Context: an optimization exercise on an open-source flow, tuned for a short achievable clock period and few clock cycles. The choices shown serve that exercise and are no tape-out recipe.
The RTL was checked by simulation tests, not by an equivalence proof against the original design.

== job 101 ==
// NanoCPU
module NanoCPU (
    input  logic ck, rst,
    output logic [7:0]  address,
    input  logic [15:0] dataR,
    output logic [15:0] dataW,
    output logic ce, we,
    output logic halt
);
Size: ~2300 cells after synthesis, ~45 I/O pins, about 24000 sq um of cells after synthesis.
make LEC_CHECK=0 ABC_CLOCK_PERIOD_IN_PS=100 CAP_MARGIN=20 CORE_MARGIN=2 CORE_UTILIZATION=40 PLACE_DENSITY=0.6 SETUP_SLACK_MARGIN=3.5 SLEW_MARGIN=20 finish   # period 5.5 ns
run.sh (not shown) runs the stock make flow with config.mk's settings and CLKGATE_MAP_FILE= SYNTH_SCRIPT=/design/flow/synth_recipe.tcl, a recipe that flattens the netlist after the stock synthesis.
Testbench counts of job 101, summed over its fixed seeds: cycles 41,031.
diff inputs: job 101 => job 103
- ABC_CLOCK_PERIOD_IN_PS no longer set, was 100
- ABC_AREA now 1, previously not set
==> results.txt <==
- Slew at the pin with the worst max-slew slack up 0.075 ns in job 103 wrt job 101
- Of the two values seen for highest-delay cell along the critical path, sky130_fd_sc_hd__dfxtp_4 was produced by job 103 and sky130_fd_sc_hd__or4_4 by job 101.
- Measured against job 101, the number of vias per cell after detailed routing of job 103 comes out at 0.939 times the reference value.
- The lower mapped cell area of job 103 and job 101 is in job 101.
- The setup skew after layout of job 103 falls short of that of job 101 by 0.0065 ns.
- Job 103 vs. job 101: cell area after placement +about 2%.
- From job 101 to job 103 the numbers moved as follows: multi-input gate share of the layout cell area went down by 1.1 points, final wirelength went up by 3.9%, weighted congestion at the end of routability-driven global placement went up by 0.066.

* * *

NanoCPU, a different RTL version from the one above (not shown whole).
Size: about 2300 cells after synthesis, ~45 I/O pins, ~25000 um2 of cells after synthesis.
Settings: LEC_CHECK=0, ABC_CLOCK_PERIOD_IN_PS=1500, CAP_MARGIN=10, CORE_MARGIN=2, CORE_UTILIZATION=40, PLACE_DENSITY=0.75, SETUP_SLACK_MARGIN=3.5, SLEW_MARGIN=10; clock period 5.5 ns.
Testbench counts at the start, summed over its fixed seeds: cycles 41,659.
Then changed:
- CAP_MARGIN: 10 -> 20
- CORE_UTILIZATION: 40 -> 55
- PLACE_DENSITY: 0.75 -> 0.7
- SLEW_MARGIN: 10 -> 20
After rerunning: Sequential share of layout area went up by 0.92 points. Worst setup slack loses 260 ps. Global-route usage went up by 12 points. Cell area went down by 2.3%. Via count went down by 2.1%. Die area went down by 27%. Core utilization went up by 19 points. Wire length went down by 1.8%.
Then changed:
- CORE_UTILIZATION: 55 -> 40
- GPL_ROUTABILITY_DRIVEN: unset -> 0
- PLACE_DENSITY: 0.7 -> 0.6
What happened:
- The changed run went through all stages and came out clean
- die area goes up by about 37%
- register-to-register slack is better by 240 ps
- via count falls by about 3%
- setup slack improves by 230 ps

* * *

maple:
NanoCPU, a different RTL version from the one above (not shown whole).
Size in the first run: roughly 2900 cells after synthesis.
Settings: LEC_CHECK=0, ABC_AREA=1, CAP_MARGIN=20, CORE_MARGIN=2, CORE_UTILIZATION=40, PLACE_DENSITY=0.6, SETUP_SLACK_MARGIN=3.5, SLEW_MARGIN=20; clock period 5.5 ns.
The flow did not stop early for maple: all stages ran, and the layout cleared the timing, design-rule and antenna checks.
Testbench counts of maple, summed over its fixed seeds: cycles 41,031.
[inputs] cedar vs maple
- ABC_AREA: 1 -> unset
- ABC_CLOCK_PERIOD_IN_PS: unset -> 1500
Results
Largest family of logic cells by synthesized area: simple AND/OR/NAND/NOR gates -> maple, compound AO/OA/AOI/OAI gates -> cedar. Comparing cedar and maple, the higher non-clock buffer count was measured on maple. Re final period demand of the worst path: cedar and maple aren't equal, and the higher value belongs to cedar. cedar vs. maple: worst relative slew slack went up by 2.1 points. Higher highest net fanout along the worst path was reported by maple, not cedar. Number of antenna violations at the first check in global routing for cedar: 1 down relative to maple. The number of global-route vias before repair in cedar sits 13% below the value recorded for maple. From maple to cedar the numbers moved as follows: multiplexer fraction of the synthesized cell area moved up, layout filler cell count moved down. cedar reports its cell kind with the greatest summed area as registers while maple reports multi-input combinational cells.

* * *

## JK
The RTL this note starts from:
==> flow/design.v <==
module ksadd16 (
    input  logic [15:0] a, b,
    input  logic        ci,
    output logic [15:0] s,
    output logic        co
);
    logic [15:0] g0, p0, g1, p1, g2, p2, g3, p3, g4, p4;
    logic [15:0] c;                 
    assign g0 = (a & b) | {15'd0, ci & (a[0] ^ b[0])};
    assign p0 = a ^ b;
    genvar i;
    generate
        for (i = 0; i < 16; i++) begin : lv
            if (i >= 1) begin
                assign g1[i] = g0[i] | (p0[i] & g0[i-1]);
                assign p1[i] = p0[i] & p0[i-1];
            end else begin
                assign g1[i] = g0[i];
                assign p1[i] = p0[i];
            end
            if (i >= 2) begin
                assign g2[i] = g1[i] | (p1[i] & g1[i-2]);
                assign p2[i] = p1[i] & p1[i-2];
            end else begin
                assign g2[i] = g1[i];
                assign p2[i] = p1[i];
            end
            if (i >= 4) begin
                assign g3[i] = g2[i] | (p2[i] & g2[i-4]);
                assign p3[i] = p2[i] & p2[i-4];
            end else begin
                assign g3[i] = g2[i];
                assign p3[i] = p2[i];
            end
            if (i >= 8) begin
                assign g4[i] = g3[i] | (p3[i] & g3[i-8]);
                assign p4[i] = p3[i] & p3[i-8];
            end else begin
                assign g4[i] = g3[i];
                assign p4[i] = p3[i];
            end
        end
    endgenerate
    assign c  = {g4[14:0], ci};
    assign s  = p0 ^ c;
    assign co = g4[15];
endmodule
module inc8 (
    input  logic [7:0] a,
    output logic [7:0] y
);
    genvar i;
    generate
        for (i = 0; i < 8; i++) begin : b
            if (i == 0) assign y[i] = ~a[0];
            else        assign y[i] = a[i] ^ (&a[i-1:0]);
        end
    endgenerate
endmodule
module NanoCPU (
    input  logic ck, rst,
    output logic [7:0]  address,
    input  logic [15:0] dataR,
    output logic [15:0] dataW,
    output logic ce, we,
    output logic halt
);
    logic [15:0] R [3:0];           
    logic [7:0]  AR;                
    logic [7:0]  PCn;               
    logic        dcyc;              
    logic        halted;
    logic        wr;                
    logic        ev;                
    logic        e_alu, e_rd;
    logic [1:0]  e_op;              
    logic [1:0]  edst;
    logic [15:0] A, B;
    logic [15:0] sum, diff, res;
    logic        c_add, c_sub, lt;
    ksadd16 u_add (.a(A), .b(B),  .ci(1'b0), .s(sum),  .co(c_add));
    ksadd16 u_sub (.a(A), .b(~B), .ci(1'b1), .s(diff), .co(c_sub));
    assign lt = ~c_sub;             
    always_comb begin
        case (e_op)
            2'd0:    res = A ^ B;
            2'd1:    res = diff;
            2'd2:    res = sum;
            default: res = {15'd0, lt};
        endcase
    end
    assign address = AR;
    assign dataW   = B;
    assign ce      = 1'b1;
    assign we      = wr;
    assign halt    = halted;
    logic [3:0] nzR;                
    logic [15:0] cdat [15:0];
    logic [3:0]  ctag [15:0];
    logic [15:0] cval;
    logic [15:0] NW;
    logic        hit;               
    logic        fetch;
    logic [15:0] W;
    logic [7:0]  FA, FA1, AR1, PCn1;
    inc8 u_inca (.a(AR),  .y(AR1));
    inc8 u_incp (.a(PCn), .y(PCn1));
    logic e_chk, mis;
    assign mis   = ev && e_chk && B == 16'd0;
    assign fetch = dcyc ? (hit && !(wr && AR == PCn)) : !mis;
    assign W     = dcyc ? NW : dataR;
    assign FA    = dcyc ? PCn : AR;
    assign FA1   = dcyc ? PCn1 : AR1;
    logic [15:0] nw_a, nw_p;
    logic        hv_a, hv_p;
    logic        lwr;               
    assign lwr  = !dcyc || wr;
    logic [15:0] cdat_r [15:0];
    logic [3:0]  ctag_r [15:0];
    logic [15:0] cval_r;
    genvar ri;
    generate
        for (ri = 0; ri < 16; ri++) begin : rot
            assign cdat_r[ri] = cdat[(ri + 1) % 16];
            assign ctag_r[ri] = ctag[(ri + 1) % 16];
            assign cval_r[ri] = cval[(ri + 1) % 16];
        end
    endgenerate
    assign nw_a = cdat_r[AR[3:0]];
    assign nw_p = cdat_r[PCn[3:0]];
    logic [15:0] m_a, m_p;
    generate
        for (ri = 0; ri < 16; ri++) begin : mt
            if (ri == 15) begin
                assign m_a[ri] = cval_r[ri] && ctag_r[ri] == AR1[7:4];
                assign m_p[ri] = cval_r[ri] && ctag_r[ri] == PCn1[7:4];
            end else begin
                assign m_a[ri] = cval_r[ri] && ctag_r[ri] == AR[7:4];
                assign m_p[ri] = cval_r[ri] && ctag_r[ri] == PCn[7:4];
            end
        end
    endgenerate
    assign hv_a = m_a[AR[3:0]];
    assign hv_p = m_p[PCn[3:0]] && !(lwr && AR[3:0] == PCn1[3:0]);
    logic [3:0] opc;
    logic f_rd, f_wr, f_alu, f_end;
    assign opc   = W[15:12];
    assign f_end = opc[3];
    assign f_rd  = opc == 4'd0;
    assign f_wr  = opc == 4'd1;
    assign f_alu = opc[3:2] == 2'b01;
    logic f_jmp, f_br, f_mem, cond;
    assign f_jmp = opc == 4'd2;
    assign f_br  = opc == 4'd3;
    assign f_mem = opc[3:1] == 3'd0;
    logic        e_wb, e_ld;
    assign e_wb = ev && e_alu && !dcyc;      
    assign e_ld = dcyc && e_rd;              
    logic        wbv, wsel;
    logic [1:0]  wdst;
    logic [15:0] WV, LV, wval;
    assign wval = wsel ? LV : WV;
    logic [15:0] rA, rB, opA, opB;
    assign rA  = (wbv && wdst == W[5:4]) ? wval : R[W[5:4]];
    assign rB  = (wbv && wdst == W[1:0]) ? wval : R[W[1:0]];
    assign opA = (e_wb && edst == W[5:4]) ? res : (e_ld && edst == W[5:4]) ? dataR : rA;
    assign opB = (e_wb && edst == W[1:0]) ? res : (e_ld && edst == W[1:0]) ? dataR : rB;
    logic wnz;                      
    assign wnz  = wval != 16'd0;
    logic e_ne;
    assign e_ne = A != B;
    assign cond = (e_wb && !e_op[1] && edst == W[1:0]) ? e_ne :
                  ((e_wb || e_ld) && edst == W[1:0]) ? 1'b1 : (wbv && wdst == W[1:0]) ? wnz : nzR[W[1:0]];
    always_ff @(posedge ck or posedge rst) begin
        if (rst) begin
            AR <= 8'd0; dcyc <= 1'b0; halted <= 1'b0; wr <= 1'b0; ev <= 1'b0;
            R[0] <= 16'd0; R[1] <= 16'd0; R[2] <= 16'd0; R[3] <= 16'd0;
            nzR <= 4'd0;
            cval <= 16'd0;
            wbv <= 1'b0;
        end else if (!halted) begin
            if (wbv) R[wdst] <= wval;
            wbv <= e_ld || e_wb;
            if (wbv) nzR[wdst] <= wnz;
            if (!dcyc) cval[AR[3:0]] <= 1'b1;
            if (fetch) begin
                ev   <= 1'b1;
                wr   <= f_wr;
                dcyc <= f_rd || f_wr;
                if (f_end) halted <= 1'b1;
                AR   <= (f_mem || f_jmp || (f_br && cond)) ? W[11:4] : FA1;
            end else begin
                ev   <= 1'b0;
                wr   <= 1'b0;
                dcyc <= 1'b0;
                AR   <= PCn;
            end
        end
    end
    always_ff @(posedge ck) begin
        PCn   <= FA1;
        NW    <= dcyc ? nw_p : nw_a;
        hit   <= dcyc ? hv_p : hv_a;
        e_alu <= f_alu;
        e_rd  <= f_rd;
        e_op  <= opc[1:0];
        e_chk <= f_br && ((e_wb && e_op[1]) || e_ld) && edst == W[1:0];
        edst  <= f_rd ? W[1:0] : W[9:8];
        A     <= opA;
        B     <= opB;
        wsel  <= dcyc;
        wdst  <= edst;
        WV    <= res;
        LV    <= dataR;
    end
    genvar gi;
    generate
        for (gi = 0; gi < 16; gi++) begin : line
            always_ff @(posedge ck) begin
                if (AR[3:0] == gi) begin
                    if (!dcyc) begin
                        cdat[gi] <= dataR;
                        ctag[gi] <= AR[7:4];
                    end else if (wr && ctag[gi] == AR[7:4]) begin
                        cdat[gi] <= B;
                    end
                end
            end
        end
    endgenerate
endmodule
export LEC_CHECK = 0
export ABC_AREA = 1
export CAP_MARGIN = 20
export CORE_MARGIN = 2
export CORE_UTILIZATION = 40
export PLACE_DENSITY = 0.6
export SETUP_SLACK_MARGIN = 4.5
export SLEW_MARGIN = 20
create_clock -name core_clock -period 5.5 [get_ports {ck}]
JK: done, clean on timing, DRC and antenna
Testbench counts of JK, summed over its fixed seeds: cycles 41,031.
For MS, these inputs were changed with respect to JK:
- swapping 4.5 for 3.5 in SETUP_SLACK_MARGIN
- putting ABC_CLOCK_PERIOD_IN_PS at 1500 where nothing was set
- clearing ABC_AREA, which used to be 1
- Cmp JK and MS / clock network latency to the later pin of the worst-skew pair / lower: JK
- Cmp MS vs JK: tap cell count lower in MS
- The lower utilization came out of MS.
- Changes observed in MS relative to JK: cell count dropped about 20%, wire length reported by the detailed router -18%, clock sink count has remained practically unchanged.
Changes in AL relative to MS:
- putting ABC_AREA at 1 where nothing was set
- clearing ABC_CLOCK_PERIOD_IN_PS, which used to be 1500
Notes after the runs:
- All of MS and AL finish clean.
- Compare MS and AL | area fraction in and, or, nand and nor cells after synthesis lower: MS
- Compared to MS, AL has global-route usage 1.4 points higher.
- AL against MS; buffer count excluding the clock tree in the final layout is up by more than 10%.
- Between AL and MS, it is AL whose final worst-path cycle share is lower, by 3.4 points.

[re-timing with driven ports]
In the flow no input, the clock included, has a driving cell. The finished layouts below were timed again as built, in two steps. Step 1 assumes that a clkbuf_16 drives the clock port and a buf_2 every other input. Step 2 moves the port delays by t, midway between the first and last clock arrival at a register: inputs arrive t later, outputs are due t later. That takes back most of the time a late clock gives input paths. a / b / c = no drivers / after step 1 / after step 2; a / b = the first two.
run	shift t [ns]	setup WS [ns]	clock arrival spread, ns	worst slew at a driven data input, ns
job 101	0.706	2.695 / 2.692 / 2.069	0.077 / 0.077	0.09
job 103	0.704	2.901 / 2.901 / 2.572	0.069 / 0.069	0.07
the first run of note 2	0.669	2.801 / 2.801 / 2.234	0.056 / 0.056	0.05
the second run of note 2	0.678	2.543 / 2.543 / 2.055	0.032 / 0.033	0.06
the third run of note 2	0.687	2.771 / 2.785 / 2.117	0.060 / 0.060	0.04
maple	0.692	2.942 / 2.942 / 2.562	0.057 / 0.057	0.05
cedar	0.678	2.588 / 2.588 / 2.148	0.037 / 0.037	0.04
JK	0.683	2.929 / 2.914 / 2.386	0.038 / 0.038	0.04
MS	0.684	2.804 / 2.804 / 2.387	0.080 / 0.081	0.07
AL	0.702	2.988 / 2.922 / 2.557	0.047 / 0.047	0.06
After both steps setup and hold are still met in every run listed. The setup slack of the third run of note 2, which loses most, moves by +0.014 ns with the drivers and by -0.654 ns with both steps.
